This is an optimization exercise on Yosys and OpenROAD, whose aim is small area, not a production implementation. Where RTL was checked, it was by simulation tests only, not by an equivalence proof against the original. Function not checked in run 3: the RTL went through the layout flow alone. Power is estimated from default activity; no workload was simulated.

==> design.v <==
module modbus_rtu_master (
	input         clk,
	input         reset,
	input         RX,
	input  [15:0] data_300_1,
	input  [15:0] data_301_1,
	input  [15:0] data_302_1,
	input  [15:0] data_303_1,
	input  [15:0] data_304_1,
	input  [15:0] data_305_1,
	input  [15:0] data_306_1,
	input  [15:0] data_307_1,
	input  [15:0] data_308_1,
	input  [15:0] data_309_1,
	input  [15:0] data_300_2,
	input  [15:0] data_301_2,
	input  [15:0] data_302_2,
	input  [15:0] data_303_2,
	input  [15:0] data_304_2,
	input  [15:0] data_305_2,
	input  [15:0] data_306_2,
	input  [15:0] data_307_2,
	input  [15:0] data_308_2,
	input  [15:0] data_309_2,
	output [15:0] data_340_1,
	output [15:0] data_341_1,
	output [15:0] data_342_1,
	output [15:0] data_343_1,
	output [15:0] data_344_1,
	output [15:0] data_345_1,
	output [15:0] data_346_1,
	output [15:0] data_347_1,
	output [15:0] data_348_1,
	output [15:0] data_349_1,
	output [15:0] data_340_2,
	output [15:0] data_341_2,
	output [15:0] data_342_2,
	output [15:0] data_343_2,
	output [15:0] data_344_2,
	output [15:0] data_345_2,
	output [15:0] data_346_2,
	output [15:0] data_347_2,
	output [15:0] data_348_2,
	output [15:0] data_349_2,
	output        TX,
	output        DE,
	output        connection,
	output [15:0] error_code,
	output [15:0] error_cnt
);
reg rx_meta, rx_syn;
always @(posedge clk) begin
	if (reset) begin
		rx_meta <= 1'b0;
		rx_syn  <= 1'b0;
	end
	else begin
		rx_meta <= RX;
		rx_syn  <= rx_meta;
	end
end
reg [4:0] f_pos, f_neg;
reg       rx_f;
always @(posedge clk) begin
	if (reset) begin
		f_pos <= 5'd0;
		f_neg <= 5'd0;
		rx_f  <= 1'b0;
	end
	else begin
		if (rx_syn) begin
			f_neg <= 5'd0;
			f_pos <= f_pos + 5'd1;
		end
		else begin
			f_neg <= f_neg + 5'd1;
			f_pos <= 5'd0;
		end
		if (f_pos > 5'd20) begin
			rx_f  <= 1'b1;
			f_pos <= 5'd20;
		end
		if (f_neg > 5'd20) begin
			rx_f  <= 1'b0;
			f_neg <= 5'd20;
		end
	end
end
reg        DE_r;
reg  [3:0] urx_st;
reg  [6:0] urx_cnt;
reg        urx_prev, urx_run, urx_rf, update_rx;
reg  [7:0] rxb;
reg  [15:0] crc;
reg        crc_init, crc_act;
reg  [2:0] crc_k;
reg  [3:0] rs;
reg  [7:0] adr_rx, n_data, data_hi;
reg  [6:0] nod;
reg  [2:0] ack_cnt;
reg  [3:0] ecb;
reg        lo_ok, crc_validate, reset_crc_rx, answer, rprev0, rprev1, sm, ss;
reg  [15:0] error_code_r, error_cnt_r;
reg        connection_r;
reg [17:0] tC;
reg        tR;
reg  [4:0] ts;
reg        start_tx, reset_crc_tx, start_delay, sdd, tprev0, tprev1, sel;
reg  [3:0] num_reg;
reg  [1:0] dd_cnt;
reg [15:0] dbuf;
reg  [3:0] utx_st;
reg  [6:0] utx_cnt;
reg        TX_r, busy, utx_prev, utx_run;
wire urx_rst = reset | DE_r;
always @(posedge clk) begin
	if (urx_rst) begin
		urx_st    <= 4'd0;
		urx_cnt   <= 7'd0;
		urx_prev  <= 1'b0;
		urx_run   <= 1'b0;
		urx_rf    <= 1'b0;
		update_rx <= 1'b0;
	end
	else begin
		urx_prev <= rx_f;
		urx_cnt  <= urx_run ? urx_cnt + 7'd1 : 7'd0;
		if (urx_cnt == 7'd80) begin
			urx_cnt <= 7'd0;
			urx_st  <= urx_st + 4'd1;
			urx_rf  <= 1'b0;
		end
		case (urx_st)
			4'd0: if (!rx_f && urx_prev) begin
				urx_run <= 1'b1;
				urx_cnt <= 7'd40;
			end
			4'd1: update_rx <= 1'b0;
			4'd2, 4'd3, 4'd4, 4'd5, 4'd6, 4'd7, 4'd8, 4'd9:
				if (!urx_rf) urx_rf <= 1'b1;
			4'd10: begin
				if (rx_f) update_rx <= 1'b1;
				urx_run <= 1'b0;
				urx_st  <= 4'd0;
			end
			default: urx_st <= 4'd0;
		endcase
	end
end
wire urx_sample = !urx_rst && urx_st >= 4'd2 && urx_st <= 4'd9 && !urx_rf;
wire reset_eff = DE_r ? reset_crc_tx : reset_crc_rx;
wire rx_edge   = update_rx && !rprev1;
wire rx_ev     = rx_edge && !reset_crc_rx;
wire utx_bit   = utx_st >= 4'd2 && utx_st <= 4'd9;
wire tx_step   = DE_r && utx_bit && utx_cnt == 7'd0;
wire do_step   = !reset_eff && (crc_act || tx_step);
reg  [7:0] cur_byte;
wire [2:0] utx_idx = utx_st[2:0] - 3'd2;
wire tx_bit    = cur_byte[utx_idx];
wire sbit      = crc_act ? rxb[0] : tx_bit;
wire [15:0] cb = crc_init ? 16'hFFFF : crc;
wire [15:0] cn = {1'b0, cb[15:1]} ^ ((cb[0] ^ sbit) ? 16'hA001 : 16'h0000);
always @(posedge clk) begin
	if (reset || reset_eff) begin
		crc_init <= 1'b1;
		crc_act  <= 1'b0;
	end
	else begin
		if (rx_ev) begin
			crc_act <= 1'b1;
			crc_k   <= 3'd0;
		end
		else if (crc_act) begin
			crc_k <= crc_k + 3'd1;
			if (crc_k == 3'd7) crc_act <= 1'b0;
		end
		if (do_step) crc_init <= 1'b0;
	end
end
always @(posedge clk) begin
	if (do_step) crc <= cn;
end
always @(posedge clk) begin
	if (urx_sample)
		rxb <= {rx_f, rxb[7:1]};
	else if (do_step && crc_act)
		rxb <= {rxb[0], rxb[7:1]};
end
localparam [3:0] R_IDLE = 4'd0, ID_DEF = 4'd1, FUNC_DEF = 4'd2,
                 ERROR_0 = 4'd3, ERROR_1 = 4'd4, ERROR_2 = 4'd5, ACK = 4'd6,
                 READ_0 = 4'd7, READ_1 = 4'd8, READ_2 = 4'd9, READ_3 = 4'd10,
                 READ_4 = 4'd11, READ_5 = 4'd12;
wire symb_clr   = rx_edge && rs >= FUNC_DEF && rs <= READ_4;
wire main_fire  = tR && tC[16] && tC[13] && tC[12] && tC[11] && tC[7] && !tC[0];
wire symb_fire  = !tR && tC[17] && tC[16] && tC[15] && tC[13] && tC[11] && tC[8] && tC[7] && !tC[0];
wire delay_done = &tC[12:8] && tC[6];
always @(posedge clk) begin
	if (reset) begin
		tC <= 18'd0;
		tR <= 1'b0;
	end
	else begin
		tR <= sm;
		if (sm)
			tC <= (tR ? tC : 18'd0) + 18'd1;
		else if (ss)
			tC <= symb_clr ? 18'd0 : (tR ? 18'd0 : tC) + 18'd1;
		else if (start_delay)
			tC <= delay_done ? 18'd0 : tC + 18'd1;
		else
			tC <= 18'd0;
	end
end
always @(posedge clk) begin
	if (reset) begin
		error_cnt_r  <= 16'h0000;
		sm           <= 1'b0;
		ss           <= 1'b0;
		rs           <= R_IDLE;
		adr_rx       <= 8'h00;
		n_data       <= 8'h00;
		crc_validate <= 1'b0;
		reset_crc_rx <= 1'b0;
		error_code_r <= 16'h0000;
		connection_r <= 1'b0;
		answer       <= 1'b0;
		ecb          <= 4'h0;
		lo_ok        <= 1'b0;
		ack_cnt      <= 3'b000;
		nod          <= 7'h00;
		rprev0       <= 1'b0;
		rprev1       <= 1'b0;
	end
	else begin
		answer <= 1'b0;
		rprev0 <= DE_r;
		rprev1 <= update_rx;
		if (main_fire) begin
			error_cnt_r       <= error_cnt_r + 16'h0001;
			rs                <= R_IDLE;
			error_code_r[3:0] <= 4'b0001;
			sm                <= 1'b0;
			connection_r      <= 1'b0;
		end
		if (symb_fire) begin
			error_cnt_r       <= error_cnt_r + 16'h0001;
			rs                <= R_IDLE;
			error_code_r[3:0] <= 4'b0010;
			ss                <= 1'b0;
			connection_r      <= 1'b0;
			n_data            <= 8'h00;
		end
		case (rs)
			R_IDLE: begin
				ss           <= 1'b0;
				crc_validate <= 1'b0;
				answer       <= 1'b1;
				if (!DE_r && rprev0) begin
					rs           <= ID_DEF;
					sm           <= 1'b1;
					reset_crc_rx <= 1'b0;
				end
				else
					reset_crc_rx <= 1'b1;
			end
			ID_DEF: if (rx_edge) begin
				rs     <= FUNC_DEF;
				sm     <= 1'b0;
				ss     <= 1'b1;
				adr_rx <= rxb;
			end
			FUNC_DEF: if (rx_edge) begin
				if (rxb == 8'h10)
					rs <= ACK;
				else if (rxb == 8'h03)
					rs <= READ_0;
				else
					rs <= ERROR_0;
			end
			ERROR_0: if (rx_edge) begin
				ecb <= rxb[3:0];
				rs  <= ERROR_1;
			end
			ERROR_1: if (rx_edge) begin
				lo_ok        <= rxb == crc[7:0];
				reset_crc_rx <= 1'b1;
				rs           <= ERROR_2;
			end
			ERROR_2: if (rx_edge) begin
				if (lo_ok && rxb == crc[15:8])
					error_code_r <= {adr_rx, ecb, 4'b0000};
				else
					error_code_r[3:0] <= 4'b0100;
				error_cnt_r  <= error_cnt_r + 16'h0001;
				connection_r <= 1'b0;
				rs           <= R_IDLE;
			end
			ACK: if (rx_edge) begin
				if (ack_cnt == 3'b101) begin
					ack_cnt      <= 3'b000;
					rs           <= R_IDLE;
					reset_crc_rx <= 1'b1;
				end
				else
					ack_cnt <= ack_cnt + 3'b001;
			end
			READ_0: if (rx_edge) begin
				nod    <= rxb[7:1];
				n_data <= 8'h00;
				rs     <= READ_1;
			end
			READ_1: if (rx_edge) begin
				n_data <= n_data + 8'h01;
				rs     <= READ_2;
			end
			READ_2: if (rx_edge) begin
				if (n_data == {1'b0, nod})
					rs <= READ_3;
				else
					rs <= READ_1;
			end
			READ_3: if (rx_edge) begin
				lo_ok        <= rxb == crc[7:0];
				reset_crc_rx <= 1'b1;
				rs           <= READ_4;
			end
			READ_4: if (rx_edge) begin
				if (lo_ok && rxb == crc[15:8]) begin
					crc_validate <= 1'b1;
					n_data       <= 8'h01;
					error_code_r <= 16'h0000;
					connection_r <= 1'b1;
					rs           <= READ_5;
				end
				else begin
					error_cnt_r       <= error_cnt_r + 16'h0001;
					error_code_r[3:0] <= 4'b0100;
					connection_r      <= 1'b0;
					rs                <= R_IDLE;
				end
			end
			READ_5: begin
				if (n_data == {1'b0, nod})
					rs <= R_IDLE;
				else
					n_data <= n_data + 8'h01;
			end
			default: rs <= R_IDLE;
		endcase
	end
end
always @(posedge clk) begin
	if (rx_edge && rs == READ_1) data_hi <= rxb;
end
reg [159:0] rbuf;
wire buf_we = rx_edge && rs == READ_2 && !symb_fire;
always @(posedge clk) begin
	if (buf_we && n_data == 8'd1) rbuf[15:0] <= {data_hi, rxb};
	if (buf_we && n_data == 8'd2) rbuf[31:16] <= {data_hi, rxb};
	if (buf_we && n_data == 8'd3) rbuf[47:32] <= {data_hi, rxb};
	if (buf_we && n_data == 8'd4) rbuf[63:48] <= {data_hi, rxb};
	if (buf_we && n_data == 8'd5) rbuf[79:64] <= {data_hi, rxb};
	if (buf_we && n_data == 8'd6) rbuf[95:80] <= {data_hi, rxb};
	if (buf_we && n_data == 8'd7) rbuf[111:96] <= {data_hi, rxb};
	if (buf_we && n_data == 8'd8) rbuf[127:112] <= {data_hi, rxb};
	if (buf_we && n_data == 8'd9) rbuf[143:128] <= {data_hi, rxb};
	if (buf_we && n_data == 8'd10) rbuf[159:144] <= {data_hi, rxb};
end
reg [3:0] cp_idx;
reg       cp_sl;
always @(posedge clk) begin
	if (crc_validate && (adr_rx == 8'd1 || adr_rx == 8'd2) && n_data >= 8'd1 && n_data <= 8'd10) begin
		cp_idx <= n_data[3:0];
		cp_sl  <= adr_rx[1];
	end
	else
		cp_idx <= 4'd0;
end
reg [15:0] data_340_1_r;
reg [15:0] data_340_2_r;
reg [15:0] data_341_1_r;
reg [15:0] data_341_2_r;
reg [15:0] data_342_1_r;
reg [15:0] data_342_2_r;
reg [15:0] data_343_1_r;
reg [15:0] data_343_2_r;
reg [15:0] data_344_1_r;
reg [15:0] data_344_2_r;
reg [15:0] data_345_1_r;
reg [15:0] data_345_2_r;
reg [15:0] data_346_1_r;
reg [15:0] data_346_2_r;
reg [15:0] data_347_1_r;
reg [15:0] data_347_2_r;
reg [15:0] data_348_1_r;
reg [15:0] data_348_2_r;
reg [15:0] data_349_1_r;
reg [15:0] data_349_2_r;
always @(posedge clk) begin
	if (reset) data_340_1_r <= 16'h0000;
	else if (cp_idx == 4'd1 && cp_sl == 1'b0) data_340_1_r <= rbuf[15:0];
end
assign data_340_1 = data_340_1_r;
always @(posedge clk) begin
	if (reset) data_340_2_r <= 16'h0000;
	else if (cp_idx == 4'd1 && cp_sl == 1'b1) data_340_2_r <= rbuf[15:0];
end
assign data_340_2 = data_340_2_r;
always @(posedge clk) begin
	if (reset) data_341_1_r <= 16'h0000;
	else if (cp_idx == 4'd2 && cp_sl == 1'b0) data_341_1_r <= rbuf[31:16];
end
assign data_341_1 = data_341_1_r;
always @(posedge clk) begin
	if (reset) data_341_2_r <= 16'h0000;
	else if (cp_idx == 4'd2 && cp_sl == 1'b1) data_341_2_r <= rbuf[31:16];
end
assign data_341_2 = data_341_2_r;
always @(posedge clk) begin
	if (reset) data_342_1_r <= 16'h0000;
	else if (cp_idx == 4'd3 && cp_sl == 1'b0) data_342_1_r <= rbuf[47:32];
end
assign data_342_1 = data_342_1_r;
always @(posedge clk) begin
	if (reset) data_342_2_r <= 16'h0000;
	else if (cp_idx == 4'd3 && cp_sl == 1'b1) data_342_2_r <= rbuf[47:32];
end
assign data_342_2 = data_342_2_r;
always @(posedge clk) begin
	if (reset) data_343_1_r <= 16'h0000;
	else if (cp_idx == 4'd4 && cp_sl == 1'b0) data_343_1_r <= rbuf[63:48];
end
assign data_343_1 = data_343_1_r;
always @(posedge clk) begin
	if (reset) data_343_2_r <= 16'h0000;
	else if (cp_idx == 4'd4 && cp_sl == 1'b1) data_343_2_r <= rbuf[63:48];
end
assign data_343_2 = data_343_2_r;
always @(posedge clk) begin
	if (reset) data_344_1_r <= 16'h0000;
	else if (cp_idx == 4'd5 && cp_sl == 1'b0) data_344_1_r <= rbuf[79:64];
end
assign data_344_1 = data_344_1_r;
always @(posedge clk) begin
	if (reset) data_344_2_r <= 16'h0000;
	else if (cp_idx == 4'd5 && cp_sl == 1'b1) data_344_2_r <= rbuf[79:64];
end
assign data_344_2 = data_344_2_r;
always @(posedge clk) begin
	if (reset) data_345_1_r <= 16'h0000;
	else if (cp_idx == 4'd6 && cp_sl == 1'b0) data_345_1_r <= rbuf[95:80];
end
assign data_345_1 = data_345_1_r;
always @(posedge clk) begin
	if (reset) data_345_2_r <= 16'h0000;
	else if (cp_idx == 4'd6 && cp_sl == 1'b1) data_345_2_r <= rbuf[95:80];
end
assign data_345_2 = data_345_2_r;
always @(posedge clk) begin
	if (reset) data_346_1_r <= 16'h0000;
	else if (cp_idx == 4'd7 && cp_sl == 1'b0) data_346_1_r <= rbuf[111:96];
end
assign data_346_1 = data_346_1_r;
always @(posedge clk) begin
	if (reset) data_346_2_r <= 16'h0000;
	else if (cp_idx == 4'd7 && cp_sl == 1'b1) data_346_2_r <= rbuf[111:96];
end
assign data_346_2 = data_346_2_r;
always @(posedge clk) begin
	if (reset) data_347_1_r <= 16'h0000;
	else if (cp_idx == 4'd8 && cp_sl == 1'b0) data_347_1_r <= rbuf[127:112];
end
assign data_347_1 = data_347_1_r;
always @(posedge clk) begin
	if (reset) data_347_2_r <= 16'h0000;
	else if (cp_idx == 4'd8 && cp_sl == 1'b1) data_347_2_r <= rbuf[127:112];
end
assign data_347_2 = data_347_2_r;
always @(posedge clk) begin
	if (reset) data_348_1_r <= 16'h0000;
	else if (cp_idx == 4'd9 && cp_sl == 1'b0) data_348_1_r <= rbuf[143:128];
end
assign data_348_1 = data_348_1_r;
always @(posedge clk) begin
	if (reset) data_348_2_r <= 16'h0000;
	else if (cp_idx == 4'd9 && cp_sl == 1'b1) data_348_2_r <= rbuf[143:128];
end
assign data_348_2 = data_348_2_r;
always @(posedge clk) begin
	if (reset) data_349_1_r <= 16'h0000;
	else if (cp_idx == 4'd10 && cp_sl == 1'b0) data_349_1_r <= rbuf[159:144];
end
assign data_349_1 = data_349_1_r;
always @(posedge clk) begin
	if (reset) data_349_2_r <= 16'h0000;
	else if (cp_idx == 4'd10 && cp_sl == 1'b1) data_349_2_r <= rbuf[159:144];
end
assign data_349_2 = data_349_2_r;
localparam [4:0] T_IDLE = 5'd0, ST0 = 5'd1, ST1 = 5'd2, ST2 = 5'd3, ST3 = 5'd4,
                 ST4 = 5'd5, ST5 = 5'd6, ST6 = 5'd7, ST7 = 5'd8, ST8 = 5'd9,
                 ST9 = 5'd10, ST10 = 5'd11, ST11 = 5'd12, ST12 = 5'd13,
                 ST13 = 5'd14, ST14 = 5'd15, ST15 = 5'd16, ST16 = 5'd17,
                 ST17 = 5'd18, ST18 = 5'd19, ST19 = 5'd20, ST20 = 5'd21,
                 ST21 = 5'd22;
wire busy_fall = !busy && tprev0;
wire ans_rise  = answer && !tprev1;
always @(posedge clk) begin
	if (reset) begin
		start_tx     <= 1'b0;
		ts           <= T_IDLE;
		DE_r         <= 1'b1;
		num_reg      <= 4'd1;
		reset_crc_tx <= 1'b0;
		dd_cnt       <= 2'b00;
		start_delay  <= 1'b0;
		sdd          <= 1'b0;
		tprev0       <= 1'b0;
		tprev1       <= 1'b0;
		sel          <= 1'b0;
	end
	else begin
		if (start_delay && delay_done)
			start_delay <= 1'b0;
		if (sdd) begin
			if (&dd_cnt) begin
				dd_cnt <= 2'b00;
				sdd    <= 1'b0;
			end
			else
				dd_cnt <= dd_cnt + 2'b01;
		end
		tprev0 <= busy;
		tprev1 <= answer;
		case (ts)
			T_IDLE: begin
				if (!start_delay) ts <= ST0;
				reset_crc_tx <= 1'b0;
			end
			ST0, ST1, ST2, ST3, ST4, ST5, ST6, ST9, ST13, ST14, ST15, ST16, ST17, ST19: begin
				if (busy_fall) begin
					ts       <= ts + 5'd1;
					start_tx <= 1'b0;
				end
				else
					start_tx <= 1'b1;
			end
			ST7: begin
				if (busy_fall) begin
					ts       <= ST8;
					start_tx <= 1'b0;
				end
				else if (!sdd)
					start_tx <= 1'b1;
			end
			ST8: begin
				if (busy_fall) begin
					if (num_reg == 4'd10) begin
						ts           <= ST9;
						num_reg      <= 4'd1;
						reset_crc_tx <= 1'b1;
					end
					else begin
						num_reg <= num_reg + 4'd1;
						sdd     <= 1'b1;
						ts      <= ST7;
					end
					start_tx <= 1'b0;
				end
				else
					start_tx <= 1'b1;
			end
			ST10, ST20: begin
				if (busy_fall) begin
					ts       <= ts + 5'd1;
					start_tx <= 1'b0;
					DE_r     <= 1'b0;
				end
				else
					start_tx <= 1'b1;
			end
			ST11: if (ans_rise) begin
				DE_r        <= 1'b1;
				start_delay <= 1'b1;
				ts          <= ST12;
			end
			ST12: if (!start_delay) begin
				ts           <= ST13;
				reset_crc_tx <= 1'b0;
			end
			ST18: begin
				if (busy_fall) begin
					ts           <= ST19;
					start_tx     <= 1'b0;
					reset_crc_tx <= 1'b1;
				end
				else
					start_tx <= 1'b1;
			end
			ST21: if (ans_rise) begin
				DE_r        <= 1'b1;
				sel         <= ~sel;
				start_delay <= 1'b1;
				ts          <= T_IDLE;
			end
			default: ts <= T_IDLE;
		endcase
	end
end
reg [15:0] din_sel;
always @(*) begin
	case ({sel, num_reg})
	{1'b0, 4'd1}: din_sel = data_300_1;
	{1'b0, 4'd2}: din_sel = data_301_1;
	{1'b0, 4'd3}: din_sel = data_302_1;
	{1'b0, 4'd4}: din_sel = data_303_1;
	{1'b0, 4'd5}: din_sel = data_304_1;
	{1'b0, 4'd6}: din_sel = data_305_1;
	{1'b0, 4'd7}: din_sel = data_306_1;
	{1'b0, 4'd8}: din_sel = data_307_1;
	{1'b0, 4'd9}: din_sel = data_308_1;
	{1'b0, 4'd10}: din_sel = data_309_1;
	{1'b1, 4'd1}: din_sel = data_300_2;
	{1'b1, 4'd2}: din_sel = data_301_2;
	{1'b1, 4'd3}: din_sel = data_302_2;
	{1'b1, 4'd4}: din_sel = data_303_2;
	{1'b1, 4'd5}: din_sel = data_304_2;
	{1'b1, 4'd6}: din_sel = data_305_2;
	{1'b1, 4'd7}: din_sel = data_306_2;
	{1'b1, 4'd8}: din_sel = data_307_2;
	{1'b1, 4'd9}: din_sel = data_308_2;
	{1'b1, 4'd10}: din_sel = data_309_2;
	default: din_sel = 16'h0000;
	endcase
end
wire dsmp = (ts == ST6 && utx_st == 4'd10 && utx_cnt == 7'd80) || (sdd && dd_cnt == 2'd1);
always @(posedge clk) begin
	if (dsmp) dbuf <= din_sel;
end
always @(*) begin
	case (ts)
		ST0, ST13:   cur_byte = sel ? 8'h02 : 8'h01;
		ST1:         cur_byte = 8'h10;
		ST2, ST15:   cur_byte = 8'h01;
		ST3:         cur_byte = 8'h2C;
		ST5, ST18:   cur_byte = 8'h0A;
		ST6:         cur_byte = 8'h14;
		ST7:         cur_byte = dbuf[15:8];
		ST8:         cur_byte = dbuf[7:0];
		ST9, ST19:   cur_byte = crc[7:0];
		ST10, ST20:  cur_byte = crc[15:8];
		ST14:        cur_byte = 8'h03;
		ST16:        cur_byte = 8'h54;
		default:     cur_byte = 8'h00;
	endcase
end
always @(posedge clk) begin
	if (reset) begin
		utx_cnt  <= 7'd0;
		utx_st   <= 4'd0;
		TX_r     <= 1'b1;
		busy     <= 1'b0;
		utx_prev <= 1'b0;
		utx_run  <= 1'b0;
	end
	else begin
		utx_prev <= start_tx;
		utx_cnt  <= utx_run ? utx_cnt + 7'd1 : 7'd0;
		if (utx_cnt == 7'd80) begin
			utx_cnt <= 7'd0;
			utx_st  <= (utx_st == 4'd10) ? 4'd0 : utx_st + 4'd1;
		end
		case (utx_st)
			4'd0: begin
				TX_r <= 1'b1;
				busy <= 1'b0;
				if (start_tx && !utx_prev) begin
					utx_run <= 1'b1;
					utx_st  <= 4'd1;
				end
				else
					utx_run <= 1'b0;
			end
			4'd1: begin
				TX_r <= 1'b0;
				busy <= 1'b1;
			end
			4'd2, 4'd3, 4'd4, 4'd5, 4'd6, 4'd7, 4'd8, 4'd9:
				TX_r <= tx_bit;
			4'd10: TX_r <= 1'b1;
			default: utx_st <= 4'd0;
		endcase
	end
end
assign TX         = TX_r;
assign DE         = DE_r;
assign connection = connection_r;
assign error_code = error_code_r;
assign error_cnt  = error_cnt_r;
endmodule
==> flow/run.sh <==
#!/bin/bash
set -euo pipefail
export BUFFER_PORTS_ARGS="-buffer_cell sky130_fd_sc_hd__buf_1"
bash standard.sh finish > standard_sh.log 2>&1
==> standard.sh <==
#!/bin/bash
# synth_recipe.tcl (not shown) runs the flow's synth.tcl, then flattens the netlist and writes it again
# the make line also repeats each setting of config.mk as NAME=value (left out here)
make -C /OpenROAD-flow-scripts/flow DESIGN_CONFIG=/design/flow/config.mk WORK_HOME=/design/flow/orfs CLKGATE_MAP_FILE= SYNTH_SCRIPT=/design/flow/synth_recipe.tcl "${@:-finish}"
==> config.mk <==
export PLATFORM = sky130hd
export DESIGN_NAME = modbus_rtu_master
export DESIGN_NICKNAME = modbus_rtu_master
export VERILOG_FILES = /design/flow/design.v
export SDC_FILE = /design/flow/constraint.sdc
export NUM_CORES = 4
export LEC_CHECK = 0
export ABC_AREA = 1
export CAP_MARGIN = 20
export CORE_MARGIN = 2
export CORE_UTILIZATION = 40
export SLEW_MARGIN = 20
==> constraint.sdc <==
create_clock -name core_clock -period 12.5 [get_ports {clk}]
set_input_delay 2.5000 -clock core_clock [delete_from_list [all_inputs] [get_ports {clk}]]
set_output_delay 2.5000 -clock core_clock [all_outputs]
set_load 0.01 [all_outputs]
==> results by group, run 1 <==
Timing
  – Worst-margin pin slew: 1600 ps
  – Setup TNS: 0 ps
  – Final setup fails: 0
  – Worst slew margin: -0.0642
  – Crit share post-route: 0.308
  – WHS: about 410 ps
  – Slew Limit Fails: 130
  – Final Critical Period: 3850 ps
  – Endpoints failing hold: 0
  – Fmax: 0.260 GHz
  – RSZ-0062 raised after global routing: no
  – Clock skew: 30.9 ps

Synthesis
  – Netlist Area Pre-Place: 30400 µm²
  – Synth Instances: about 3700
  – Synth area leader: dfxtp_1
  – Cell variety after synth: 64
  – Main flop type after synthesis: dfxtp_1
  – Asr flop ratio synth: 0
  – Post-Syn Nets: 4065
  – Mean Syn Cell Area: 8.20 µm²
  – Post-synth EDFFs: approximately 210
  – Post-synthesis sequential area ratio: 0.526
  – Seq cells post-synth: 694
  – Yosys top cell area share: 0.317
  – Synth warn: 1
  – Leading post-synthesis cells by cell area: dfxtp_1 (32%), edfxtp_1 (21%), nand2_1 (7.3%), a21oi_1 (7.1%), nand3_1 (6.2%)

Worst setup path
  – Crit path capture: data_342_1_r[8]$_SDFFE_PP0P_
  – Critical Setup Path Class: in2reg
  – Critical path required time: approximately 13000 ps
  – Crit end category: flop
  – Critical-path maximum fanout: ~120
  – CP arrival: 4400 ps
  – Origin of the critical flop-to-flop path: tR$_SDFF_PP0_
  – Nature of the critical path startpoint: primary input
  – Crit path launch: reset
  – R2r setup slk: 9450 ps
  – RR Endpoint: rbuf[30]$_DFFE_PP_
  – R2R cell count: 9

Clock network
  – Post-CTS Hold Fix Bufs: 0
  – Post_cts resized: 0
  – Total clock sinks: 694
  – Skew-Pair Late Insertion Delay: 630 ps
  – H-Tree Depth: 3
  – Post-CTS Setup Bufs: 0
  – Reg clk slew, reported paths: 60 ps
  – CTS tree: yes
  – Root Buffer: clkbuf_16
  – Num CTS Buffers: 74
  – Max clock buf depth: 3

Power and ir drop
  – Max IR drop VDD: ~0.086 mV
  – Pwr Density: 131 nW/µm²
  – Pleak: 12.9 nW

Floorplan
  – Die Wd: around 280 µm
  – Area of the core: 75700 µm²
  – DIE AREA: 78300 µm²
  – # rows: around 100
  – I/O pin cnt: 678
  – Initial Util: 0.402
  – Chip height: 280 µm

Route
  – WL/cell: 19.8 µm
  – Total Wirelength: about 110 mm
  – Remaining DRCs: 0
  – Routed vias: roughly 28000
  – Post-DRT Antenna Nets: 0
  – Vias/cell: 5.22
  – DR iter-0 viols: around 2300
  – DRT Pass-1 Iters: 6

Outcome
  – Violated Checks: slew limit
  – Status: complete, but fails checks

Place
  – I/O Buffers: 677
  – Post-DP HPWL: about 76 mm
  – Post-Place Cells: 5229
  – Final GP Congestion: 0.984

Final layout
  – Area of the multi-input gates: 11800 µm²
  – Max reg flops: 160
  – Nets: 4681
  – Commonest cells after routing, fill and taps aside: buf_1 (676), nand2_1 (592), inv_1 (495)
  – Fillcell total: 7624
  – Biggest register: rbuf
  – Final Non-Filler Cells: 5366
  – Most common cell after layout, fill and taps aside: buf_1
  – Layout cell share with drive strength beyond 1: 0.0577
  – Core Util, Final: 0.480
  – Top flop regs: rbuf x160, tC x18
  – Sequential cell area: between 15000 and 20000 µm²
  – Layout area overhead: 19.4%

Global routing
  – M2 GR Usage: 0.431
  – Total GRT Usage: 0.262
  – GRT met1 Usage: 0.351
  – Grt peak-use layer: met2
  – Largest net degree at the start of global routing: 216
  – Number of global-route vias before repair: 25758
  – Global route overflow: 0
  – Met3 Use GR: 0.0429
  – Global-route wire length before repair: 158 mm
  – Initial antenna violation count: 5

Job
  – Max_cap viols: 0

Min path
  – Worst hold path type: reg2reg
[metrics by stage]
stage | total power [mW] | instance area [µm²] | setup slack, ps
floorplan | 2.51 | 30400 | 8810
global placement | 2.59 | 33900 | 8070
detailed placement | 2.59 | 33900 | 8040
CTS | 4.82 | 36400 | 8580
global route | 4.94 | 36400 | 8400
finish | 4.78 | 36400 | 8650
[worst max-delay path: stages]
cell	delay [ps]
clkbuf_4	210
inv_4	340
buf_4	830
o21ai_0	230
a21oi_1	180
[cell usage after synthesis (all sizes together), types with 38 or more instances]
master,number
inv,507
nand2,608
nand3,383
nand4,58
edfxtp,212
dfxtp,482
clkbuf,146
nor3,38
o21ai,273
buf,40
a21oi,435
nor2,249
[how the worst min path moves through the flow]
stage / start / endpoint / slack [ps] / depth (start not counted)
after floorplan: rx_meta$_SDFF_PP0_ / rx_syn$_SDFF_PP0_ / 390 / 2
after global placement: rx_meta$_SDFF_PP0_ / rx_syn$_SDFF_PP0_ / 400 / 2
after detailed placement: rx_meta$_SDFF_PP0_ / rx_syn$_SDFF_PP0_ / 400 / 2
after CTS: rx_meta$_SDFF_PP0_ / rx_syn$_SDFF_PP0_ / 410 / 2
after global routing: rx_meta$_SDFF_PP0_ / rx_syn$_SDFF_PP0_ / 430 / 2
final: rx_meta$_SDFF_PP0_ / rx_syn$_SDFF_PP0_ / 410 / 2
[power by group]
part / total [mW] / switching [mW] / internal, mW
combinational: 0.214 / 0.141 / 0.0729
sequential: 2.33 / 0.0125 / 2.32
clock: 2.23 / 0.937 / 1.29
[layer usage]
layer,up-vias,routed length (µm)
li1,13713,-
met1,13162,46600
met2,976,50000
met3,155,6790
met4,0,3100
met5,-,0
[final cells by class]
| class | count | share of cell area |
|---|---|---|
| antenna | 2 | 0.000138 |
| inverter | 512 | 0.0530 |
| clock inverter | 27 | 0.0106 |
| sequential | 694 | 0.440 |
| timing repair buffer | 726 | 0.0805 |
| tap | 978 | 0.0337 |
| clock buffer | 108 | 0.0580 |
| multi-input combinational | 2319 | 0.324 |
[cell families (layout without fill, tap and decap cells)]
group | after synthesis | in the layout | share of synthesized area
buffers and inverters | 698 | 1373 | 0.0891
adders and majority gates | 31 | 31 | 0.0127
AOI/OAI and AO/OA | 868 | 868 | 0.158
DFF | 694 | 694 | 0.526
and+or+nand+nor | 1377 | 1377 | 0.202
xor gates and xnor gates | 43 | 43 | 0.0124
other | 0 | 2 | 0
==> inputs of run 2 (changes only) <==
==> run.sh (new file) <==
#!/bin/bash
# synth_recipe.tcl (not shown) runs the flow's synth.tcl, then flattens the netlist and writes it again
# the make line also repeats each setting of config.mk as NAME=value (left out here)
make -C /OpenROAD-flow-scripts/flow DESIGN_CONFIG=/design/flow/config.mk WORK_HOME=/design/flow/orfs CLKGATE_MAP_FILE= SYNTH_SCRIPT=/design/flow/synth_recipe.tcl finish
removed: flow/run.sh
removed: standard.sh
==> run 2 against run 1 <==
The run now finishes clean. Utilization rose by 5.7 points. Clock power rose by 3%. Critical endpoint is now data_348_1_r[5]$_SDFFE_PP0P_. Via count fell by 0.73%. Clock skew fell by 3.9 ps. Final cell count barely moved. Worst setup slack got worse by 490 ps. Critical path depth fell by 1. Critical path type unchanged. Die area did not move. Fmax fell by 11%. Sequential power barely moved.
==> results by group, run 2 <==
Outcome
  – Status: finished clean (was complete, but fails checks)

Floorplan
  – # rows: 101 (unchanged)
  – I/O pin cnt: 678 (unchanged)
  – DIE AREA: 78300 µm² (unchanged)
  – Chip height: 280 µm (unchanged)
  – Area of the core: 75700 µm² (unchanged)
  – Initial Util: 0.402 (unchanged)
  – Die Wd: 280 µm (unchanged)

Power and ir drop
  – Max IR drop VDD: 0.0856 mV (was 0.0863 mV)
  – Pleak: 14.6 nW (was 12.9 nW)
  – Pwr Density: 121 nW/µm² (was 131 nW/µm²)

Route
  – Post-DRT Antenna Nets: 0 (unchanged)
  – Vias/cell: 5.18 (was 5.22)
  – Total Wirelength: 109 mm (was 106 mm)
  – Routed vias: 27802 (was 28006)
  – DRT Pass-1 Iters: 6 (unchanged)
  – WL/cell: 20.3 µm (was 19.8 µm)
  – DR iter-0 viols: 2255 (was 2270)
  – Remaining DRCs: 0 (unchanged)

Synthesis
  – Seq cells post-synth: 694 (unchanged)
  – Synth warn: 1 (unchanged)
  – Post-Syn Nets: 4065 (unchanged)
  – Asr flop ratio synth: 0 (unchanged)
  – Synth Instances: 3711 (unchanged)
  – Top cells by count, synth: nand2_1 (592), inv_1 (496), dfxtp_1 (482), a21oi_1 (433), nand3_1 (377) (unchanged)
  – Count leader, synth: nand2_1 (unchanged)
  – Post-synth EDFFs: 212 (unchanged)
  – Leading post-synthesis cells by cell area: dfxtp_1 (32%), edfxtp_1 (21%), nand2_1 (7.3%), a21oi_1 (7.1%), nand3_1 (6.2%) (unchanged)
  – Yosys top cell area share: 0.317 (unchanged)
  – Main flop type after synthesis: dfxtp_1 (unchanged)
  – Post-synthesis sequential area ratio: 0.526 (unchanged)
  – Netlist Area Pre-Place: 30400 µm² (unchanged)
  – Mean Syn Cell Area: 8.20 µm² (unchanged)
  – Cell variety after synth: 64 (unchanged)
  – Synth area leader: dfxtp_1 (unchanged)

Clock network
  – Root Buffer: clkbuf_16 (unchanged)
  – Post-CTS Setup Bufs: 0 (unchanged)
  – Max clock buf depth: 3 (unchanged)
  – Num CTS Buffers: 75 (was 74)
  – Post-CTS Hold Fix Bufs: 0 (unchanged)
  – Skew-Pair Late Insertion Delay: 630 ps (about the same)
  – CTS tree: yes (unchanged)
  – H-Tree Depth: 3 (unchanged)
  – Total clock sinks: 694 (unchanged)
  – Reg clk slew, reported paths: 60 ps (about the same)
  – Post_cts resized: 0 (unchanged)

Timing
  – Fmax: 0.231 GHz (was 0.260 GHz)
  – Crit share post-route: 0.347 (was 0.308)
  – WHS: 403 ps (was 406 ps)
  – Final setup fails: 0 (unchanged)
  – Clock skew: 27.0 ps (was 30.9 ps)
  – RSZ-0062 raised after global routing: no (unchanged)
  – Worst-margin pin slew: 1090 ps (was 1600 ps)
  – Slew Limit Fails: 0 (was 130)
  – Final Critical Period: 4340 ps (was 3850 ps)
  – Endpoints failing hold: 0 (unchanged)
  – Setup TNS: 0 ps (unchanged)
  – Worst slew margin: 0.273 (was -0.0642)

Global routing
  – GRT met1 Usage: 0.361 (was 0.351)
  – Grt peak-use layer: met2 (unchanged)
  – M2 GR Usage: 0.456 (was 0.431)
  – Global route overflow: 0 (unchanged)
  – Largest net degree at the start of global routing: 97 (was 216)
  – Total GRT Usage: 0.272 (was 0.262)
  – Number of global-route vias before repair: 26431 (was 25758)
  – Global-route wire length before repair: 164 mm (was 158 mm)
  – Met3 Use GR: 0.0415 (was 0.0429)
  – Initial antenna violation count: 0 (was 5)

Final layout
  – Top flop regs: rbuf x160, tC x18 (unchanged)
  – Layout area overhead: 33.7% (was 19.4%)
  – Max reg flops: 160 (unchanged)
  – Most common cell after layout, fill and taps aside: clkdlybuf4s50_1 (was buf_1)
  – Fin area: 40700 µm² (was 36400 µm²)
  – Final Non-Filler Cells: 5371 (was 5366)
  – Fillcell total: 7147 (was 7624)
  – Core Util, Final: 0.538 (was 0.480)
  – Nets: 4682 (was 4681)
  – Commonest cells after routing, fill and taps aside: clkdlybuf4s50_1 (676), nand2_1 (592), inv_1 (495) (was buf_1 (676), nand2_1 (592), inv_1 (495))
  – Layout cell share with drive strength beyond 1: 0.0597 (was 0.0577)
  – Biggest register: rbuf (unchanged)

Worst setup path
  – Critical Setup Path Class: in2reg (unchanged)
  – Nature of the critical path startpoint: primary input (unchanged)
  – R2r setup slk: 8820 ps (was 9450 ps)
  – Critical path required time: 12970 ps (was 13040 ps)
  – Crit end category: flop (unchanged)
  – CP arrival: 4810 ps (was 4400 ps)
  – R2R cell count: 6 (was 9)
  – Critical-path maximum fanout: 96 (was 119)

Job
  – Max_cap viols: 0 (unchanged)

Place
  – Final GP Congestion: 0.925 (was 0.984)
  – Post-DP HPWL: 79.0 mm (was 76.4 mm)
  – DP Area: 38100 µm² (was 33900 µm²)
  – I/O Buffers: 677 (unchanged)
  – Post-Place Cells: 5229 (unchanged)

Min path
  – Worst hold path type: reg2reg (unchanged)
  – Hold depth: 2 (unchanged)
-- run 2: cell counts after synthesis --
Identical to the previous run, type by type.
-- run 2: cell families (layout without fill, tap and decap cells) --
kind of cell / after synthesis / after routing / synth area share
flip-flops: 694 / 694 / 0.526
XOR/XNOR: 43 / 43 / 0.0124
other: 0 / 2 / 0
buffers and inverters: 698 / 1378 / 0.0891
AO/OA/AOI/OAI: 868 / 868 / 0.158
adder cells (fa/ha/maj): 31 / 31 / 0.0127
AND/OR/NAND/NOR: 1377 / 1377 / 0.202
-- run 2: worst paths after layout --
kind                      startpoint                      endpoint
hold / removal    rx_meta$_SDFF_PP0_             rx_syn$_SDFF_PP0_
hold reg to reg   rx_meta$_SDFF_PP0_             rx_syn$_SDFF_PP0_
setup reg to reg    sel$_SDFFE_PP0P_             dbuf[9]$_DFFE_PP_
setup / recovery               reset  data_348_1_r[5]$_SDFFE_PP0P_
-- run 2: per-layer routing --
layer | part of all wire | routed length (µm)
met2 | 0.48 | 52000
met1 | 0.44 | 48200
met4 | 0.027 | 2920
met5 | 0 | 0
met3 | 0.054 | 5910
-- run 2: cell type report --
| cell class | count | area [µm²] | share of cell area |
|---|---|---|---|
| Inverter | 512 | 1930 | 0.0473 |
| Timing Repair Buffer | 726 | 7150 | 0.176 |
| Antenna cell | 2 | 5.00 | 0.000123 |
| Sequential cell | 694 | 16000 | 0.394 |
| Multi-Input combinational cell | 2319 | 11800 | 0.289 |
| Clock buffer | 105 | 2150 | 0.0529 |
| Tap cell | 978 | 1220 | 0.0301 |
| Clock inverter | 35 | 465 | 0.0114 |
-- run 2: critical path, cell delays in order --
cell and delay (ps):
buf_6 320, buf_4 890, buf_4 840, a21oi_1 90
-- run 2: per-stage QoR --
step                worst slack (ps)  power, mW
floorplan                       8810       2.51
global placement                7570       2.66
detailed placement              7530       2.66
CTS                             8180       4.96
global route                    7990       5.09
finish                          8160       4.91
-- run 2: where the power goes --
group          leakage, nW  internal, mW  switching, mW  total, mW
clock                 1.27          1.35          0.953       2.30
combinational         7.54         0.138          0.141      0.279
sequential            5.78          2.32         0.0123       2.33
total                 14.6          3.81           1.11       4.91
==> inputs of run 3 (changes only) <==
--- a/design.v
+++ b/design.v
@@ -87,8 +87,8 @@
 	end
 end
 reg        DE_r;
+wire       urx_rst = reset | DE_r;
 reg  [3:0] urx_st;
-reg  [6:0] urx_cnt;
 reg        urx_prev, urx_run, urx_rf, update_rx;
 reg  [7:0] rxb;
 reg  [15:0] crc;
@@ -110,13 +110,26 @@
 reg  [1:0] dd_cnt;
 reg [15:0] dbuf;
 reg  [3:0] utx_st;
-reg  [6:0] utx_cnt;
 reg        TX_r, busy, utx_prev, utx_run;
-wire urx_rst = reset | DE_r;
+reg  [6:0] ucnt;
+wire [6:0] urx_cnt = rprev0 ? 7'd0 : ucnt;
+wire [6:0] utx_cnt = rprev0 ? ucnt : 7'd0;
+reg  [6:0] urx_cnt_n, utx_cnt_n;
+always @(*) begin
+	urx_cnt_n = urx_run ? urx_cnt + 7'd1 : 7'd0;
+	if (urx_cnt == 7'd80) urx_cnt_n = 7'd0;
+	if (urx_st == 4'd0 && !rx_f && urx_prev) urx_cnt_n = 7'd40;
+	if (urx_rst) urx_cnt_n = 7'd0;
+	utx_cnt_n = utx_run ? utx_cnt + 7'd1 : 7'd0;
+	if (utx_cnt == 7'd80) utx_cnt_n = 7'd0;
+	if (reset) utx_cnt_n = 7'd0;
+end
+always @(posedge clk) begin
+	ucnt <= DE_r ? utx_cnt_n : urx_cnt_n;
+end
 always @(posedge clk) begin
 	if (urx_rst) begin
 		urx_st    <= 4'd0;
-		urx_cnt   <= 7'd0;
 		urx_prev  <= 1'b0;
 		urx_run   <= 1'b0;
 		urx_rf    <= 1'b0;
@@ -124,17 +137,12 @@
 	end
 	else begin
 		urx_prev <= rx_f;
-		urx_cnt  <= urx_run ? urx_cnt + 7'd1 : 7'd0;
 		if (urx_cnt == 7'd80) begin
-			urx_cnt <= 7'd0;
 			urx_st  <= urx_st + 4'd1;
 			urx_rf  <= 1'b0;
 		end
 		case (urx_st)
-			4'd0: if (!rx_f && urx_prev) begin
-				urx_run <= 1'b1;
-				urx_cnt <= 7'd40;
-			end
+			4'd0: if (!rx_f && urx_prev) urx_run <= 1'b1;
 			4'd1: update_rx <= 1'b0;
 			4'd2, 4'd3, 4'd4, 4'd5, 4'd6, 4'd7, 4'd8, 4'd9:
 				if (!urx_rf) urx_rf <= 1'b1;
@@ -655,7 +663,6 @@
 end
 always @(posedge clk) begin
 	if (reset) begin
-		utx_cnt  <= 7'd0;
 		utx_st   <= 4'd0;
 		TX_r     <= 1'b1;
 		busy     <= 1'b0;
@@ -664,9 +671,7 @@
 	end
 	else begin
 		utx_prev <= start_tx;
-		utx_cnt  <= utx_run ? utx_cnt + 7'd1 : 7'd0;
 		if (utx_cnt == 7'd80) begin
-			utx_cnt <= 7'd0;
 			utx_st  <= (utx_st == 4'd10) ? 4'd0 : utx_st + 4'd1;
 		end
 		case (utx_st)
--- a/config.mk
+++ b/config.mk
@@ -5,7 +5,6 @@
 export SDC_FILE = /design/flow/constraint.sdc
 export NUM_CORES = 4
 export LEC_CHECK = 0
-export ABC_AREA = 1
 export CAP_MARGIN = 20
 export CORE_MARGIN = 2
 export CORE_UTILIZATION = 40
==> run 3 against run 2 <==
Clock skew up 23 ps. Total power rose by 0.23%. Clock-buffer cell count is 1 lower. Utilization increased by 1.3 points. Global-route usage is 2.2 points higher. Die area decreased by 6.5%. Final cell count fell by 12%. Register-to-register slack improved by 190 ps. Routed wire length is 2.1% higher. Sequential cell count down 7. Largest cell class unchanged.
==> results by group, run 3 <==
Outcome
  – Status: finished clean (unchanged)

Synthesis
  – Main flop type after synthesis: dfxtp_1 (unchanged)
  – Top cells by count, synth: nand2_1 (796), dfxtp_1 (475), a21oi_1 (419), edfxtp_1 (212), nor2_1 (170) (was nand2_1 (592), inv_1 (496), dfxtp_1 (482), a21oi_1 (433), nand3_1 (377))
  – Count leader, synth: nand2_1 (unchanged)
  – Netlist Area Pre-Place: 28400 µm² (was 30400 µm²)
  – Synth warn: 1 (unchanged)
  – Post-Syn Nets: 3455 (was 4065)
  – Cell variety after synth: 86 (was 64)
  – Yosys top cell area share: 0.334 (was 0.317)
  – Synth area leader: dfxtp_1 (unchanged)
  – Leading post-synthesis cells by cell area: dfxtp_1 (33%), edfxtp_1 (22%), nand2_1 (11%), a21oi_1 (7.4%), nor2_1 (2.2%) (was dfxtp_1 (32%), edfxtp_1 (21%), nand2_1 (7.3%), a21oi_1 (7.1%), nand3_1 (6.2%))
  – Synth Instances: 3101 (was 3711)
  – Seq cells post-synth: 687 (was 694)
  – Mean Syn Cell Area: 9.17 µm² (was 8.20 µm²)
  – Post-synth EDFFs: 212 (unchanged)
  – Asr flop ratio synth: 0 (unchanged)
  – Post-synthesis sequential area ratio: 0.558 (was 0.526)

Worst setup path
  – Nature of the critical path startpoint: primary input (unchanged)
  – CP peak stage delay: 930 ps (was 890 ps)
  – R2R cell count: 6 (unchanged)
  – Crit path launch: reset (unchanged)
  – Critical Setup Path Class: in2reg (unchanged)
  – Critical-path maximum fanout: 138 (was 96)
  – Crit path cell chain: buf_8, buf_4, buf_4, buf_4, a21oi_1 (was buf_6, buf_4, buf_4, a21oi_1)
  – Crit end category: flop (unchanged)
  – R2r setup slk: 9010 ps (was 8820 ps)
  – Origin of the critical flop-to-flop path: num_reg[0]$_SDFFE_PP1P_ (was sel$_SDFFE_PP0P_)
  – Critical path required time: 12950 ps (was 12970 ps)
  – CP arrival: 6300 ps (was 4810 ps)
  – RR Endpoint: dbuf[15]$_DFFE_PP_ (was dbuf[9]$_DFFE_PP_)
  – Most used cell, CP: buf_4 (unchanged)
  – Critical-path top delay cell: buf_4 (unchanged)

Timing
  – Worst slew margin: 0.253 (was 0.273)
  – Crit share post-route: 0.468 (was 0.347)
  – Worst-margin pin slew: 1120 ps (was 1090 ps)
  – Slew Limit Fails: 0 (unchanged)
  – Endpoints failing hold: 0 (unchanged)
  – Fmax: 0.171 GHz (was 0.231 GHz)
  – Setup TNS: 0 ps (unchanged)
  – Clock skew: 50.5 ps (was 27.0 ps)
  – RSZ-0062 raised after global routing: no (unchanged)
  – Final setup fails: 0 (unchanged)
  – Final Critical Period: 5850 ps (was 4340 ps)

Clock network
  – Total clock sinks: 687 (was 694)
  – Post_cts resized: 0 (unchanged)
  – H-Tree Depth: 3 (unchanged)
  – Root Buffer: clkbuf_16 (unchanged)
  – Reg clk slew, reported paths: 60 ps (about the same)
  – CTS tree: yes (unchanged)
  – Post-CTS Hold Fix Bufs: 0 (unchanged)
  – Post-CTS Setup Bufs: 0 (unchanged)
  – Skew-Pair Late Insertion Delay: 640 ps (was 630 ps)
  – Max clock buf depth: 3 (unchanged)
  – Num CTS Buffers: 73 (was 75)

Route
  – DR iter-0 viols: 2619 (was 2255)
  – Routed vias: 25992 (was 27802)
  – Total Wirelength: 111 mm (was 109 mm)
  – WL/cell: 23.6 µm (was 20.3 µm)
  – Remaining DRCs: 0 (unchanged)
  – Post-DRT Antenna Nets: 0 (unchanged)
  – DRT Pass-1 Iters: 7 (was 6)
  – Vias/cell: 5.51 (was 5.18)

Power and ir drop
  – Pwr Density: 127 nW/µm² (was 121 nW/µm²)
  – Tot Pwr: 4.92 mW (was 4.91 mW)
  – Max IR drop VDD: 0.104 mV (was 0.0856 mV)
  – Pleak: 12.7 nW (was 14.6 nW)

Final layout
  – Nets: 4061 (was 4682)
  – Sequential cell area: 15900 µm² (was 16000 µm²)
  – Fillcell total: 6169 (was 7147)
  – Layout area overhead: 36.2% (was 33.7%)
  – Biggest register: rbuf (unchanged)
  – Area of the multi-input gates: 11800 µm² (about the same)
  – Most common cell after layout, fill and taps aside: nand2_1 (was clkdlybuf4s50_1)
  – Layout cell share with drive strength beyond 1: 0.0576 (was 0.0597)
  – Commonest cells after routing, fill and taps aside: nand2_1 (796), clkdlybuf4s50_1 (676), dfxtp_1 (474) (was clkdlybuf4s50_1 (676), nand2_1 (592), inv_1 (495))
  – Max reg flops: 160 (unchanged)
  – Top flop regs: rbuf x160, tC x18 (unchanged)

Floorplan
  – DIE AREA: 73200 µm² (was 78300 µm²)
  – # rows: 97 (was 101)
  – Chip height: 271 µm (was 280 µm)
  – Die Wd: 271 µm (was 280 µm)
  – I/O pin cnt: 678 (unchanged)
  – Initial Util: 0.405 (was 0.402)
  – Area of the core: 70300 µm² (was 75700 µm²)

Place
  – I/O Buffers: 677 (unchanged)
  – Post-DP HPWL: 82.1 mm (was 79.0 mm)
  – Final GP Congestion: 0.976 (was 0.925)

Global routing
  – Global-route wire length before repair: 162 mm (was 164 mm)
  – Initial antenna violation count: 11 (was 0)
  – Largest net degree at the start of global routing: 139 (was 97)
  – Global route overflow: 0 (unchanged)
  – Total GRT Usage: 0.294 (was 0.272)
  – Number of global-route vias before repair: 24792 (was 26431)

Min path
  – Worst hold path type: reg2reg (unchanged)
  – Worst Hold Launch: rx_meta$_SDFF_PP0_ (unchanged)
  – Hold depth: 1 (was 2)
  – Worst hold endpoint: rx_syn$_SDFF_PP0_ (unchanged)

Job
  – Max_cap viols: 0 (unchanged)
[run 3: final cells by class]
| class | instances | share of cell area |
|---|---|---|
| Antenna cell | 9 | 0.000582 |
| Tap cell | 940 | 0.0304 |
| Clock inverter | 32 | 0.0123 |
| Multi-Input combinational cell | 2180 | 0.304 |
| Sequential cell | 687 | 0.410 |
| Inverter | 46 | 0.00446 |
| Clock buffer | 104 | 0.0549 |
| Timing Repair Buffer | 719 | 0.183 |
[run 3: worst max path at each step]
stage / end / cells after the start
after floorplan: rxb[0]$_DFFE_PP_ / 4
after global placement: data_347_1_r[10]$_SDFFE_PP0P_ / 5
after detailed placement: data_342_2_r[1]$_SDFFE_PP0P_ / 5
after CTS: data_342_1_r[5]$_SDFFE_PP0P_ / 5
after global routing: data_342_2_r[4]$_SDFFE_PP0P_ / 5
final: data_342_2_r[4]$_SDFFE_PP0P_ / 5
[run 3: logic make-up after synthesis]
logic type,Yosys count,share of synthesized area
AO/OA/AOI/OAI,740,0.161
XOR/XNOR,77,0.0237
adder cells (fa/ha/maj),31,0.0136
buffers and inverters,234,0.0321
flip-flops,687,0.558
multiplexers,33,0.0117
AND/OR/NAND/NOR,1299,0.200
[run 3: power by group]
part / total [mW] / internal, mW / switching [mW]
registers: 2.32 / 2.30 / 0.0229
logic: 0.313 / 0.155 / 0.158
clock network: 2.29 / 1.35 / 0.936
[run 3: routing by layer]
metal / track usage / vias up / share of wire
li1: - / 12106 / -
met4: 0.104 / 0 / 0.033
met2: 0.473 / 1127 / 0.46
met5: 0 / - / 0
met3: 0.0676 / 188 / 0.078
met1: 0.388 / 12571 / 0.42
[run 3: stage by stage]
stage          hold slack, ps  utilization  cells  setup WS [ps]  area [µm²]
3_3_place_gp              425        0.513   4569           6260       36000
2_1_floorplan             414            -   3101           8520       28400
6_report                  441        0.551   4717           6650       38700
5_1_grt                   461        0.551   4714           6470       38700
3_5_place_dp              435        0.513   4572           6170       36100
4_1_cts                   448        0.550   4708           6850       38700
[run 3: critical path, delay by kind of cell]
kind / cells / cell delay, ps
buf+inv: 4 / 3340
compound gates: 1 / 130
==> inputs of run 4 (changes only) <==
--- a/design.v
+++ b/design.v
@@ -89,7 +89,7 @@
 reg        DE_r;
 wire       urx_rst = reset | DE_r;
 reg  [3:0] urx_st;
-reg        urx_prev, urx_run, urx_rf, update_rx;
+reg        urx_prev, urx_run, update_rx;
 reg  [7:0] rxb;
 reg  [15:0] crc;
 reg        crc_init, crc_act;
@@ -98,19 +98,18 @@
 reg  [7:0] adr_rx, n_data, data_hi;
 reg  [6:0] nod;
 reg  [2:0] ack_cnt;
-reg  [3:0] ecb;
 reg        lo_ok, crc_validate, reset_crc_rx, answer, rprev0, rprev1, sm, ss;
 reg  [15:0] error_code_r, error_cnt_r;
 reg        connection_r;
 reg [17:0] tC;
 reg        tR;
 reg  [4:0] ts;
-reg        start_tx, reset_crc_tx, start_delay, sdd, tprev0, tprev1, sel;
+reg        start_tx, start_delay, sdd, tprev0, tprev1, sel;
 reg  [3:0] num_reg;
 reg  [1:0] dd_cnt;
 reg [15:0] dbuf;
 reg  [3:0] utx_st;
-reg        TX_r, busy, utx_prev, utx_run;
+reg        TX_r, busy, utx_prev;
 reg  [6:0] ucnt;
 wire [6:0] urx_cnt = rprev0 ? 7'd0 : ucnt;
 wire [6:0] utx_cnt = rprev0 ? ucnt : 7'd0;
@@ -120,7 +119,7 @@
 	if (urx_cnt == 7'd80) urx_cnt_n = 7'd0;
 	if (urx_st == 4'd0 && !rx_f && urx_prev) urx_cnt_n = 7'd40;
 	if (urx_rst) urx_cnt_n = 7'd0;
-	utx_cnt_n = utx_run ? utx_cnt + 7'd1 : 7'd0;
+	utx_cnt_n = (utx_st != 4'd0) ? utx_cnt + 7'd1 : 7'd0;
 	if (utx_cnt == 7'd80) utx_cnt_n = 7'd0;
 	if (reset) utx_cnt_n = 7'd0;
 end
@@ -132,20 +131,17 @@
 		urx_st    <= 4'd0;
 		urx_prev  <= 1'b0;
 		urx_run   <= 1'b0;
-		urx_rf    <= 1'b0;
 		update_rx <= 1'b0;
 	end
 	else begin
 		urx_prev <= rx_f;
 		if (urx_cnt == 7'd80) begin
 			urx_st  <= urx_st + 4'd1;
-			urx_rf  <= 1'b0;
 		end
 		case (urx_st)
 			4'd0: if (!rx_f && urx_prev) urx_run <= 1'b1;
 			4'd1: update_rx <= 1'b0;
-			4'd2, 4'd3, 4'd4, 4'd5, 4'd6, 4'd7, 4'd8, 4'd9:
-				if (!urx_rf) urx_rf <= 1'b1;
+			4'd2, 4'd3, 4'd4, 4'd5, 4'd6, 4'd7, 4'd8, 4'd9: ;
 			4'd10: begin
 				if (rx_f) update_rx <= 1'b1;
 				urx_run <= 1'b0;
@@ -155,7 +151,8 @@
 		endcase
 	end
 end
-wire urx_sample = !urx_rst && urx_st >= 4'd2 && urx_st <= 4'd9 && !urx_rf;
+wire urx_sample = !urx_rst && urx_st >= 4'd2 && urx_st <= 4'd9 && urx_cnt == 7'd0;
+wire reset_crc_tx = ts >= 5'd10 && ts <= 5'd13 || ts >= 5'd20;
 wire reset_eff = DE_r ? reset_crc_tx : reset_crc_rx;
 wire rx_edge   = update_rx && !rprev1;
 wire rx_ev     = rx_edge && !reset_crc_rx;
@@ -232,7 +229,6 @@
 		error_code_r <= 16'h0000;
 		connection_r <= 1'b0;
 		answer       <= 1'b0;
-		ecb          <= 4'h0;
 		lo_ok        <= 1'b0;
 		ack_cnt      <= 3'b000;
 		nod          <= 7'h00;
@@ -285,10 +281,7 @@
 				else
 					rs <= ERROR_0;
 			end
-			ERROR_0: if (rx_edge) begin
-				ecb <= rxb[3:0];
-				rs  <= ERROR_1;
-			end
+			ERROR_0: if (rx_edge) rs <= ERROR_1;
 			ERROR_1: if (rx_edge) begin
 				lo_ok        <= rxb == crc[7:0];
 				reset_crc_rx <= 1'b1;
@@ -296,7 +289,7 @@
 			end
 			ERROR_2: if (rx_edge) begin
 				if (lo_ok && rxb == crc[15:8])
-					error_code_r <= {adr_rx, ecb, 4'b0000};
+					error_code_r <= {adr_rx, data_hi[3:0], 4'b0000};
 				else
 					error_code_r[3:0] <= 4'b0100;
 				error_cnt_r  <= error_cnt_r + 16'h0001;
@@ -358,7 +351,7 @@
 	end
 end
 always @(posedge clk) begin
-	if (rx_edge && rs == READ_1) data_hi <= rxb;
+	if (rx_edge && (rs == READ_1 || rs == ERROR_0)) data_hi <= rxb;
 end
 reg [159:0] rbuf;
 wire buf_we = rx_edge && rs == READ_2 && !symb_fire;
@@ -518,7 +511,6 @@
 		ts           <= T_IDLE;
 		DE_r         <= 1'b1;
 		num_reg      <= 4'd1;
-		reset_crc_tx <= 1'b0;
 		dd_cnt       <= 2'b00;
 		start_delay  <= 1'b0;
 		sdd          <= 1'b0;
@@ -542,7 +534,6 @@
 		case (ts)
 			T_IDLE: begin
 				if (!start_delay) ts <= ST0;
-				reset_crc_tx <= 1'b0;
 			end
 			ST0, ST1, ST2, ST3, ST4, ST5, ST6, ST9, ST13, ST14, ST15, ST16, ST17, ST19: begin
 				if (busy_fall) begin
@@ -565,7 +556,6 @@
 					if (num_reg == 4'd10) begin
 						ts           <= ST9;
 						num_reg      <= 4'd1;
-						reset_crc_tx <= 1'b1;
 					end
 					else begin
 						num_reg <= num_reg + 4'd1;
@@ -593,13 +583,11 @@
 			end
 			ST12: if (!start_delay) begin
 				ts           <= ST13;
-				reset_crc_tx <= 1'b0;
 			end
 			ST18: begin
 				if (busy_fall) begin
 					ts           <= ST19;
 					start_tx     <= 1'b0;
-					reset_crc_tx <= 1'b1;
 				end
 				else
 					start_tx <= 1'b1;
@@ -667,7 +655,6 @@
 		TX_r     <= 1'b1;
 		busy     <= 1'b0;
 		utx_prev <= 1'b0;
-		utx_run  <= 1'b0;
 	end
 	else begin
 		utx_prev <= start_tx;
@@ -678,12 +665,7 @@
 			4'd0: begin
 				TX_r <= 1'b1;
 				busy <= 1'b0;
-				if (start_tx && !utx_prev) begin
-					utx_run <= 1'b1;
-					utx_st  <= 4'd1;
-				end
-				else
-					utx_run <= 1'b0;
+				if (start_tx && !utx_prev) utx_st <= 4'd1;
 			end
 			4'd1: begin
 				TX_r <= 1'b0;
==> flow/run.sh (new file) <==
#!/bin/bash
set -euo pipefail
export BUFFER_PORTS_ARGS="-buffer_cell sky130_fd_sc_hd__buf_1"
export CTS_ARGS="-sink_clustering_enable -repair_clock_nets -dont_use_dummy_load"
bash standard.sh finish > standard_sh.log 2>&1
==> standard.sh (new file) <==
#!/bin/bash
# synth_recipe.tcl (not shown) runs the flow's synth.tcl, then flattens the netlist and writes it again
# the make line also repeats each setting of config.mk as NAME=value (left out here)
make -C /OpenROAD-flow-scripts/flow DESIGN_CONFIG=/design/flow/config.mk WORK_HOME=/design/flow/orfs CLKGATE_MAP_FILE= SYNTH_SCRIPT=/design/flow/synth_recipe.tcl "${@:-finish}"
--- a/config.mk
+++ b/config.mk
@@ -7,5 +7,5 @@
 export LEC_CHECK = 0
 export CAP_MARGIN = 20
 export CORE_MARGIN = 2
-export CORE_UTILIZATION = 40
-export SLEW_MARGIN = 20
+export CORE_UTILIZATION = 65
+export SLEW_MARGIN = 40
removed: run.sh
==> run 4 against run 3 <==
The flow now stops in 5_1_grt. Synthesized cell count shrank 2.9%. Synthesized area decreased by 1.6%.
==> results by group, run 4 <==
Synthesis
  – Post-synthesis sequential area ratio: 0.562 (was 0.558)
  – Post-Syn Nets: 3365 (was 3455)
  – Post-synth EDFFs: 212 (unchanged)
  – Synth area leader: dfxtp_1 (unchanged)
  – Cell variety after synth: 81 (was 86)
  – Count leader, synth: nand2_1 (unchanged)
  – Top cells by count, synth: nand2_1 (753), dfxtp_1 (468), a21oi_1 (391), edfxtp_1 (212), nor2_1 (178) (was nand2_1 (796), dfxtp_1 (475), a21oi_1 (419), edfxtp_1 (212), nor2_1 (170))
  – Yosys top cell area share: 0.335 (was 0.334)
  – Seq cells post-synth: 680 (was 687)
  – Synth warn: 1 (unchanged)
  – Mean Syn Cell Area: 9.29 µm² (was 9.17 µm²)
  – Netlist Area Pre-Place: 28000 µm² (was 28400 µm²)
  – Synth Instances: 3011 (was 3101)
  – Leading post-synthesis cells by cell area: dfxtp_1 (33%), edfxtp_1 (23%), nand2_1 (10%), a21oi_1 (7.0%), nor2_1 (2.4%) (was dfxtp_1 (33%), edfxtp_1 (22%), nand2_1 (11%), a21oi_1 (7.4%), nor2_1 (2.2%))
  – Asr flop ratio synth: 0 (unchanged)
  – Main flop type after synthesis: dfxtp_1 (unchanged)

Floorplan
  – I/O pin cnt: 678 (unchanged)
  – Die Wd: 212 µm (was 271 µm)
  – Chip height: 212 µm (was 271 µm)
  – # rows: 76 (was 97)
  – Initial Util: 0.654 (was 0.405)

Clock network
  – Post-CTS Setup Bufs: 0 (unchanged)
  – Total clock sinks: 680 (was 687)
  – Num CTS Buffers: 66 (was 73)
  – H-Tree Depth: 3 (unchanged)
  – Post_cts resized: 0 (unchanged)
  – Post-CTS Hold Fix Bufs: 0 (unchanged)
  – Root Buffer: clkbuf_16 (unchanged)
  – Max clock buf depth: 3 (unchanged)

Global routing
  – Total GRT Usage: 0.620
  – Number of global-route vias before repair: 30898
  – Largest net degree at the start of global routing: 130
  – Global route overflow: 20
  – Global-route wire length before repair: 200 mm

Outcome
  – Failing step: 5_1_grt
  – Run Error: [ERROR GRT-0116] Global routing finished with congestion. Check the congestion regions in the DRC Viewer.
  – Status: stopped before the end (was finished clean)

Place
  – Post-DP HPWL: 84.4 mm (was 82.1 mm)
  – Pre-CTS setup slack: 7640 ps (was 6170 ps)
  – Final GP Congestion: 1.16 (was 0.976)
  – I/O Buffers: 677 (unchanged)
==> run 4: stage by stage <==
stage	instances	cell area (µm²)
after CTS	4179	32800
after floorplan	3011	28000
after detailed placement	4113	31100
after global placement	4109	31000
==> run 4: per-layer routing <==
metal,overflow,track usage
met1,2,0.663
met2,11,0.817
met3,2,0.426
met4,5,0.503
met5,0,0.191
==> run 4: worst max-delay path by stage <==
stage	startpoint	endpoint	slack, ps	cells past startpoint
after CTS	reset	rs[2]$_SDFF_PP0_	8180	7
after detailed placement	reset	rs[2]$_SDFF_PP0_	7640	7
after global placement	reset	data_343_1_r[10]$_SDFFE_PP0P_	7300	4
after floorplan	reset	crc_k[0]$_SDFFCE_PP0P_	8690	5
==> run 4: kinds of logic after synthesis <==
| logic type | share of synthesized area |
|---|---|
| AOI/OAI and AO/OA | 0.164 |
| muxes | 0.00939 |
| adders and majority gates | 0.0139 |
| xor gates and xnor gates | 0.0253 |
| and+or+nand+nor | 0.194 |
| DFF | 0.562 |
| buffers and inverters | 0.0308 |
==> run 4: power by group through the flow <==
stage / Sequential (mW) / Clock [mW] / Combinational [mW]
2_1_floorplan: 2.33 / 0 / 0.180
3_3_place_gp: 2.35 / 0 / 0.265
3_5_place_dp: 2.35 / 0 / 0.274
4_1_cts: 2.30 / 1.70 / 0.277

-- re-timing with driven ports --
The flow's constraints put no driver on any port. The routed layouts listed below were extracted and timed again, unchanged, in two steps.
Step 1: set_driving_cell puts a clkbuf_16 on clk and a buf_2 on each other input, an assumption about the parent block.
Step 2, shift: input delay + t, output delay - t, t = (earliest + latest rising clock arrival at the registers) / 2. This alone moves slack from input paths to output paths.
Three values: ideal ports, drivers, drivers and shift; two values: the first two.
run | t, ns | slack for setup (ns) | hold WS [ns] | worst setup path at the end | worst register clock-pin slew, ns
run 1 | 0.684 | 8.647 / 8.586 / 7.969 | 0.406 / 0.406 / 0.406 | input to register | 0.06 / 0.06
run 2 | 0.686 | 8.162 / 8.153 / 7.467 | 0.403 / 0.403 / 0.403 | input to register | 0.07 / 0.07
run 3 | 0.678 | 6.648 / 6.662 / 5.984 | 0.441 / 0.441 / 0.441 | input to register | 0.07 / 0.07
For run 2, which loses most, drivers alone change the setup slack by -0.009 ns; drivers and shift together by -0.695 ns.
